Source: an optimization exercise on an open RTL-to-GDS flow (aim: small area, a short achievable clock period and few clock cycles). Production flows keep margins and buffers that such runs may drop. The RTL was checked by simulation tests, not by an equivalence proof against the original design. No activity file was given, so power comes from the tool's default toggle rates.

==> flow/design.v (outline; a module is shown in full before it is edited, if it fits) <==
// module IP: 12 lines
// module IP_ni: 11 lines
// module pc_1: 12 lines
// module s1_core: 164 lines
// module s1: 4 lines
// module s2_core: 161 lines
// module s2: 4 lines
// module s3_core: 167 lines
// module s3: 4 lines
// module s4_core: 161 lines
// module s4: 4 lines
// module s5_core: 162 lines
// module s5: 4 lines
// module s6_core: 168 lines
// module s6: 4 lines
// module s7_core: 174 lines
// module s7: 4 lines
// module s8_core: 167 lines
// module s8: 4 lines
// module key_get: 17 lines
// module des_f: 16 lines
// module contrl: 35 lines
// module des: 57 lines
module  des(input clk,
            input des_enable,
            input reset,
            input des_mode,
            input [1:64] data_i,
            input [1:64] key_i,
            output wire [1:64] data_o,
            output reg ready_o);
  // ...
==> flow/run.sh <==
#!/bin/bash
# synth_recipe.tcl (not shown) runs the flow's synth.tcl, then flattens the netlist and writes it again
# the make line also repeats each setting of config.mk as NAME=value (left out here)
make -C /OpenROAD-flow-scripts/flow DESIGN_CONFIG=/design/flow/config.mk WORK_HOME=/design/flow/orfs CLKGATE_MAP_FILE= SYNTH_SCRIPT=/design/flow/synth_recipe.tcl finish
==> flow/config.mk <==
export PLATFORM = sky130hd
export DESIGN_NAME = des
export DESIGN_NICKNAME = des
export VERILOG_FILES = /design/flow/design.v
export SDC_FILE = /design/flow/constraint.sdc
export NUM_CORES = 4
export LEC_CHECK = 0
export CAP_MARGIN = 20
export CORE_MARGIN = 2
export CORE_UTILIZATION = 40
export PLACE_DENSITY = 0.6
export SETUP_SLACK_MARGIN = 3.0
export SLEW_MARGIN = 20
export TNS_END_PERCENT = 0
==> flow/constraint.sdc <==
create_clock -name core_clock -period 5.0 [get_ports {clk}]
set_input_delay 1.0000 -clock core_clock [delete_from_list [all_inputs] [get_ports {clk}]]
set_output_delay 1.0000 -clock core_clock [all_outputs]
set_load 0.01 [all_outputs]
==> key figures, run 1 <==
Critical path
  • Type of element launching the critical path: flop
  • Capturing element type of the critical path: flop
  • Buf+Inv Stages, Crit Path: 3

Power
  • Maximum ir drop on the vdd rail: 0.345 mV
  • Power drawn by the clock network: 1.34 mW
  • Total leakage power: 6.54 nW
  • Sequential Power Share: 0.287
  • Pwr Density: 690 nW/um^2

Finish
  • Reg with most FFs: K
  • Total non-filler cell area in the finished layout: 17000 um^2
  • Combined flip-flop and latch cell area: 4090 um^2
  • Non-clock buffer count: 269
  • Count of clock buffers in the final design: 19
  • Number of flip-flops in the largest register: 56
  • Area of the multi-input gates: 8980 um^2
  • Layout overhead on the synthesized area: 29.8%

Synthesis
  • Synth Area in XOR/XNOR: 0.0643
  • Commonest cells in the netlist: sky130_fd_sc_hd__dfxtp_1, sky130_fd_sc_hd__a22oi_1, sky130_fd_sc_hd__clkbuf_1, sky130_fd_sc_hd__nand2_1, sky130_fd_sc_hd__a21oi_1
  • Synth area leader: sky130_fd_sc_hd__dfxtp_1
  • Cells after Synth: 1572
  • Fraction of synthesized cell area taken by the top area cell type: 0.222
  • Sequential cell area fraction in the yosys report: 0.301
  • Flop and latch count out of synthesis: 180

Floorplanning
  • Total Die Area: 34200 um^2
  • Total number of tap cells: 442
  • Site Rows: 66

Routing
  • Total via count after detailed routing: 13.1k
  • Wire length after detailed routing: 43.9 mm
  • Count of TritonRoute iterations in the first routing pass: 5
  • Post-DR wirelength/cell: 20.1 um

Placement
  • Count of placed standard cells including taps: 2074
  • Area post-placement: 15100 um^2
  • DP HPWL: 29.9 mm
  • Worst slack at placement: 1.80 ns

Run status
  • Run status: finished clean

Clock network
  • TritonCTS buffer count: 17
  • TritonCTS clock tree: yes
  • CTS Root Cell: sky130_fd_sc_hd__clkbuf_16

Timing
  • Worst setup margin: 2.78 ns
  • Skew final: 0.0136 ns
  • # setup viols final: 0

GRT
  • Total track usage: 0.251
  • Global-route track usage on met1: 0.345

Worst hold path
  • Tightest Hold Check Type: flop to flop
Testbench counts, summed over its fixed seeds: cycles 43,200.
==> module contrl, before the edit <==
module contrl(input clk,
              input reset,
              input des_enable,
              input des_mode,
              output reg idle,
              output reg first,
              output reg active,
              output reg ready_o,
              output reg one_l,
              output reg one_r,
              output reg two_l,
              output reg two_r);
	reg [3:0] cnt;
	wire last = (cnt == 4'd15);
	wire [3:0] cnt_n = active ? cnt + 4'd1 : 4'd0;
	wire one_n = (cnt_n == 4'd0) || (cnt_n == 4'd7) || (cnt_n == 4'd14);
	always @(posedge clk or negedge reset)
		if (reset == 1'b0) begin
			idle <= 1'b1;
			active <= 1'b0;
			ready_o <= 1'b0;
		end else begin
			idle <= idle & ~des_enable;
			active <= idle ? des_enable : (active & ~last);
			ready_o <= ready_o | (active & last);
		end
	always @(posedge clk) begin
		cnt <= cnt_n;
		first <= idle;
		one_l <= one_n & ~des_mode;
		one_r <= one_n & des_mode;
		two_l <= ~one_n & ~des_mode;
		two_r <= ~one_n & des_mode;
	end
endmodule
==> module des, before the edit <==
module  des(input clk,
            input des_enable,
            input reset,
            input des_mode,
            input [1:64] data_i,
            input [1:64] key_i,
            output wire [1:64] data_o,
            output reg ready_o);
	wire [1:32] L_i_var, R_i_var;
	wire [1:28] C0, D0;
	wire [1:32] f;
	wire [1:56] Key_next;
	reg [1:32] L, R;
	reg [1:48] A;
	reg [1:56] K;
	wire idle, first, active, one_l, one_r, two_l, two_r;
	IP IP1(.in(data_i), .L_i_var(L_i_var), .R_i_var(R_i_var));
	IP_ni IP_ni(.in({R, L}), .out(data_o));
	pc_1 pc_1(.key_i(key_i), .C0(C0), .D0(D0));
	des_f des_f1(.A(A), .f(f));
	key_get key_get(.K(K), .C0(C0), .D0(D0), .des_mode(des_mode), .idle(idle),
	                .one_l(one_l), .one_r(one_r), .two_l(two_l), .two_r(two_r),
	                .K_next(Key_next));
	wire [1:32] L_sel = idle ? R_i_var : first ? L_i_var : (ready_o ? R : L);
	wire [1:32] g = f & {32{active}};
	wire [1:32] R_next = L_sel ^ g;
	wire [1:48] A_pre = expand(L_sel) ^ pc2(Key_next);
	always @(posedge clk) begin
		R <= R_next;
		A <= A_pre ^ expand(g);
		if (!ready_o) L <= R;
		K <= Key_next;
	end
	contrl contrl1(.clk(clk), .reset(reset), .des_enable(des_enable), .des_mode(des_mode),
	               .idle(idle), .first(first), .active(active), .ready_o(ready_o),
	               .one_l(one_l), .one_r(one_r), .two_l(two_l), .two_r(two_r));
	function [1:48] expand(input [1:32] x);
		expand = {x[32],x[1],x[2],x[3],x[4],x[5],
		          x[4],x[5],x[6],x[7],x[8],x[9],
		          x[8],x[9],x[10],x[11],x[12],x[13],
		          x[12],x[13],x[14],x[15],x[16],x[17],
		          x[16],x[17],x[18],x[19],x[20],x[21],
		          x[20],x[21],x[22],x[23],x[24],x[25],
		          x[24],x[25],x[26],x[27],x[28],x[29],
		          x[28],x[29],x[30],x[31],x[32],x[1]};
	endfunction
	function [1:48] pc2(input [1:56] k);
		pc2 = {k[14],k[17],k[11],k[24],k[1],k[5],
		       k[3],k[28],k[15],k[6],k[21],k[10],
		       k[23],k[19],k[12],k[4],k[26],k[8],
		       k[16],k[7],k[27],k[20],k[13],k[2],
		       k[41],k[52],k[31],k[37],k[47],k[55],
		       k[30],k[40],k[51],k[45],k[33],k[48],
		       k[44],k[49],k[39],k[56],k[34],k[53],
		       k[46],k[42],k[50],k[36],k[29],k[32]};
	endfunction
endmodule
==> run 2: changes to the inputs <==
--- a/flow/design.v
+++ b/flow/design.v
@@ -1428,5 +1428,4 @@
               input des_mode,
               output reg idle,
-              output reg first,
               output reg active,
               output reg ready_o,
@@ -1451,5 +1450,4 @@
 	always @(posedge clk) begin
 		cnt <= cnt_n;
-		first <= idle;
 		one_l <= one_n & ~des_mode;
 		one_r <= one_n & des_mode;
@@ -1473,5 +1471,5 @@
 	reg [1:48] A;
 	reg [1:56] K;
-	wire idle, first, active, one_l, one_r, two_l, two_r;
+	wire idle, active, one_l, one_r, two_l, two_r;
 	IP IP1(.in(data_i), .L_i_var(L_i_var), .R_i_var(R_i_var));
 	IP_ni IP_ni(.in({R, L}), .out(data_o));
@@ -1481,5 +1479,5 @@
 	                .one_l(one_l), .one_r(one_r), .two_l(two_l), .two_r(two_r),
 	                .K_next(Key_next));
-	wire [1:32] L_sel = idle ? R_i_var : first ? L_i_var : (ready_o ? R : L);
+	wire [1:32] L_sel = idle ? R_i_var : (ready_o ? R : L);
 	wire [1:32] g = f & {32{active}};
 	wire [1:32] R_next = L_sel ^ g;
@@ -1488,9 +1486,9 @@
 		R <= R_next;
 		A <= A_pre ^ expand(g);
-		if (!ready_o) L <= R;
+		L <= idle ? L_i_var : (ready_o ? L : R);
 		K <= Key_next;
 	end
 	contrl contrl1(.clk(clk), .reset(reset), .des_enable(des_enable), .des_mode(des_mode),
-	               .idle(idle), .first(first), .active(active), .ready_o(ready_o),
+	               .idle(idle), .active(active), .ready_o(ready_o),
 	               .one_l(one_l), .one_r(one_r), .two_l(two_l), .two_r(two_r));
 	function [1:48] expand(input [1:32] x);
==> key figures, run 2 <==
Run status
  • Run status: finished clean

Placement
  • Count of buffers from port buffering: 187
  • Weighted congestion at the end of routability-driven global placement: 0.916
  • DP HPWL: 29.7 mm (-0.55%)
  • Area post-placement: 15300 um^2 (+1.4%)

Synthesis
  • Fraction of registers with async set or reset after synthesis: 0.0168
  • Synth area leader: sky130_fd_sc_hd__dfxtp_1
  • Net count after synthesis: 1747
  • Syn Area/Cell: 8.57 um^2
  • Primary FF master, synth: sky130_fd_sc_hd__dfxtp_1
  • Number of distinct library cells after synthesis: 88
  • Sequential cell area fraction in the yosys report: 0.294 (-0.00729)
  • Flop and latch count out of synthesis: 179 (-0.56%)
  • Number of synthesized flops with an enable pin: 32
  • Cells after Synth: 1556 (-1.0%)
  • Top area cells in the synthesized netlist: sky130_fd_sc_hd__dfxtp_1, sky130_fd_sc_hd__a22o_1, sky130_fd_sc_hd__edfxtp_1
  • Cell area after technology mapping: 13300 um^2
  • Fraction of synthesized cell area taken by the top area cell type: 0.216 (-0.00577)
  • Commonest cells in the netlist: sky130_fd_sc_hd__dfxtp_1, sky130_fd_sc_hd__a21oi_1, sky130_fd_sc_hd__a22o_1, sky130_fd_sc_hd__mux2i_1, sky130_fd_sc_hd__nand2_1
  • Ys Warns: 2
  • Most frequent cell after synthesis: sky130_fd_sc_hd__dfxtp_1

Routing
  • Total via count after detailed routing: 12.7k (-2.8%)
  • Count of TritonRoute iterations in the first routing pass: 5 (unchanged)
  • Count of nets left with antenna violations after detail routing: 0
  • Wire length after detailed routing: 42.9 mm (-2.1%)
  • Number of remaining DRC errors: 0
  • Initial drt markers: 1603
  • Post-DR wirelength/cell: 20.0 um (-0.89%)
  • Via density per instance: 5.91

Critical path
  • Critical setup path kind: flop to flop
  • Capturing element type of the critical path: flop
  • Critical Path RT: 5.31 ns
  • Type of element launching the critical path: flop
  • Worst-path fanout max: 4
  • Arrival time at the worst endpoint: 2.56 ns

Clock network
  • Worst-skew pair later-pin latency: 0.45 ns
  • Clock Path Buffers: 2
  • Clock Pin Slew Worst Setup and Hold Paths: 0.08 ns
  • Hold buffers post-CTS: 0
  • Num Clock Sinks: 179
  • TritonCTS buffer count: 17 (unchanged)
  • TritonCTS clock tree: yes
  • H-tree lvl count: 4
  • CTS Root Cell: sky130_fd_sc_hd__clkbuf_16

Floorplanning
  • Site Rows: 66 (unchanged)
  • Die Span X: 187 um
  • Core area: 32700 um^2
  • Effective utilization at floorplan: 0.408
  • Count of pins on the block boundary: 197
  • Chip height: 187 um
  • Total Die Area: 34800 um^2 (+1.9%)

Timing
  • Final period util: 0.450
  • Max-slew violation total from the final report: 0
  • Achievable Freq: 0.445 GHz
  • Relative slew margins: 0.568
  • Final Hold Viols: 0
  • Post-route setup TNS: 0 ns
  • Clock period minus worst slack: 2.25 ns
  • Slew of the pin with the lowest slew margin: 0.643 ns
  • Unrepaired setup endpoints after global routing: true
  • # setup viols final: 0 (unchanged)
  • Skew final: 0.0203 ns (+0.00670 ns)

Finish
  • Reg with most FFs: K
  • Total non-filler cell area in the finished layout: 16900 um^2 (-0.47%)
  • Number of nets in the finished design: 1887
  • Number of flip-flops in the largest register: 56 (unchanged)
  • Leading registers by flop count: K: 56 flops, A: 48 flops
  • Layout overhead on the synthesized area: 26.7%
  • Fill cells: 3120
  • Ratio of cells with drive above 1 in the final layout: 0.170
  • Commonest cells after routing, fill and taps aside: sky130_fd_sc_hd__clkdlybuf4s50_1, sky130_fd_sc_hd__a21oi_1, sky130_fd_sc_hd__a22o_1
  • Most frequent standard cell in the layout excluding fill and tap cells: sky130_fd_sc_hd__clkdlybuf4s50_1
  • Antenna diode instance count: 0

GRT
  • Overflow left after global routing: 0
  • Via count of the first global-routing pass: 11.9k
  • Global-route wire length before repair: 67.1 mm
  • Total track usage: 0.238 (-0.0130)
  • Maximum number of pins on one net before global-route repair: 71
  • Number of antenna violations at the first check in global routing: 1

Flow run
  • Number of violations of the max-capacitance limit: 0

Power
  • Pwr Density: 301 nW/um^2 (-56%)
  • Maximum ir drop on the vdd rail: 0.245 mV (-29%)
  • Total leakage power: 6.78 nW (+3.7%)

Worst hold path
  • Tightest Hold Check Type: flop to flop
## run 2: cell count changes after synthesis, sizes merged, moves of 23 or more
cell,delta
and3,-23
a211oi,-31
buf,+44
nor2b,-47
a21oi,+38
clkbuf,-49
mux2,+38
a22o,+112
a22oi,-109
nor3,+62
a31oi,-30
## run 2: path summary, 6_finish.rpt
| path | from | endpoint | slack [ns] | cells after the start |
|---|---|---|---|---|
| setup / recovery | A[39] | A[1] | 2.75 | 9 |
| hold / removal | contrl1.cnt[0] | contrl1.cnt[0] | 0.50 | 1 |
| setup reg to reg | A[39] | A[1] | 2.75 | 9 |
| hold reg to reg | contrl1.cnt[0] | contrl1.cnt[0] | 0.50 | 1 |
| max in group asynchronous | reset | contrl1.idle | 4.05 | 1 |
| min in group asynchronous | reset | contrl1.active | 0.74 | 1 |
## run 2: routing by layer
metal	up-vias	wire length (um)	GRT usage
met5	-	0	0
met4	0	877	0.0656
met3	61	2600	0.0342
met2	510	19300	0.373
met1	6055	20200	0.342
li1	6081	-	-
## run 2: timing repair
| action | 4_1_cts | 5_1_grt |
|---|---|---|
| pin swaps | 29 | 9 |
| endpoints found under the setup margin | 232 | 160 |
| setup buffers | 44 | 10 |
| gates resized for setup | 235 | 13 |
## run 2: area by class of cell
type / count / area (um^2) / area share
Sequential cell: 179 / 4080 / 0.241
Timing Repair Buffer: 254 / 2350 / 0.139
Inverter: 65 / 264 / 0.0156
Multi-Input combinational cell: 1179 / 9040 / 0.535
Tap cell: 442 / 553 / 0.0327
Clock inverter: 12 / 130 / 0.00770
Clock buffer: 20 / 479 / 0.0283
## run 2: through the flow
step	hold WS (ns)	total power [mW]	worst slack [ns]	utilization	instances
floorplan	0.447	3.03	2.87	-	1556
global placement	0.471	3.42	2.07	0.468	2065
detailed placement	0.484	3.43	2.06	0.468	2065
CTS	0.502	5.04	2.81	0.513	2141
global route	0.524	5.37	2.70	0.517	2151
finish	0.504	5.09	2.75	0.517	2151
## run 2: kinds of logic (layout without fill, tap and decap cells)
group | Yosys count | count (layout) | synth area share
xor+xnor | 92 | 92 | 0.0632
buf+inv | 198 | 351 | 0.0641
flops | 179 | 179 | 0.294
fa+ha+maj | 60 | 60 | 0.0561
simple gates | 388 | 388 | 0.151
compound gates | 507 | 507 | 0.269
mux | 132 | 132 | 0.103
## run 2: critical path: stages, from the launching register on
cell                      delay (ns)
sky130_fd_sc_hd__dfxtp_4        0.38
sky130_fd_sc_hd__inv_4          0.06
sky130_fd_sc_hd__ha_4           0.28
sky130_fd_sc_hd__or4b_1         0.12
sky130_fd_sc_hd__o21ai_1        0.07
sky130_fd_sc_hd__a221o_1        0.36
sky130_fd_sc_hd__o41ai_4        0.41
sky130_fd_sc_hd__xnor2_2        0.13
sky130_fd_sc_hd__buf_4          0.17
sky130_fd_sc_hd__xor2_2         0.14
## run 2: power breakdown
part,leakage (nW),switching (mW),internal [mW],total [mW]
clock,0.300,0.646,0.766,1.41
sequential,1.50,0.363,1.64,2.00
combinational,4.98,0.893,0.785,1.68
total,6.78,1.90,3.19,5.09
Testbench counts of run 2, summed over its fixed seeds: cycles 43,200.

## separate check: timing with driven ports
How much do the figures lean on ideal ports? The routed layouts below were timed once more, with nothing changed but the port constraints. Step 1: set_driving_cell puts a clkbuf_16 on clk and a buf_2 on each other input, an assumption about the parent block. Step 2 times the ports against the registers' clock, not the clock port: input delays grow and output delays shrink by t, the midpoint of the rising clock arrivals with the driver on. a / b / c = ideal / step 1 / step 2; a / b = the first two.
| run | t (ns) | setup slack, ns | hold WS [ns] | worst setup path at the end | pins driven straight from the clock port |
|---|---|---|---|---|---|
| run 1 | 0.483 | 2.778 / 2.778 / 2.373 | 0.458 / 0.458 / 0.458 | input to register | 1 |
| run 2 | 0.487 | 2.751 / 2.751 / 2.324 | 0.504 / 0.504 / 0.504 | input to register | 1 |
After both steps setup and hold are still met in every run listed. For run 2, which loses most, drivers alone change the setup slack by 0.000 ns; drivers and shift together by -0.427 ns.
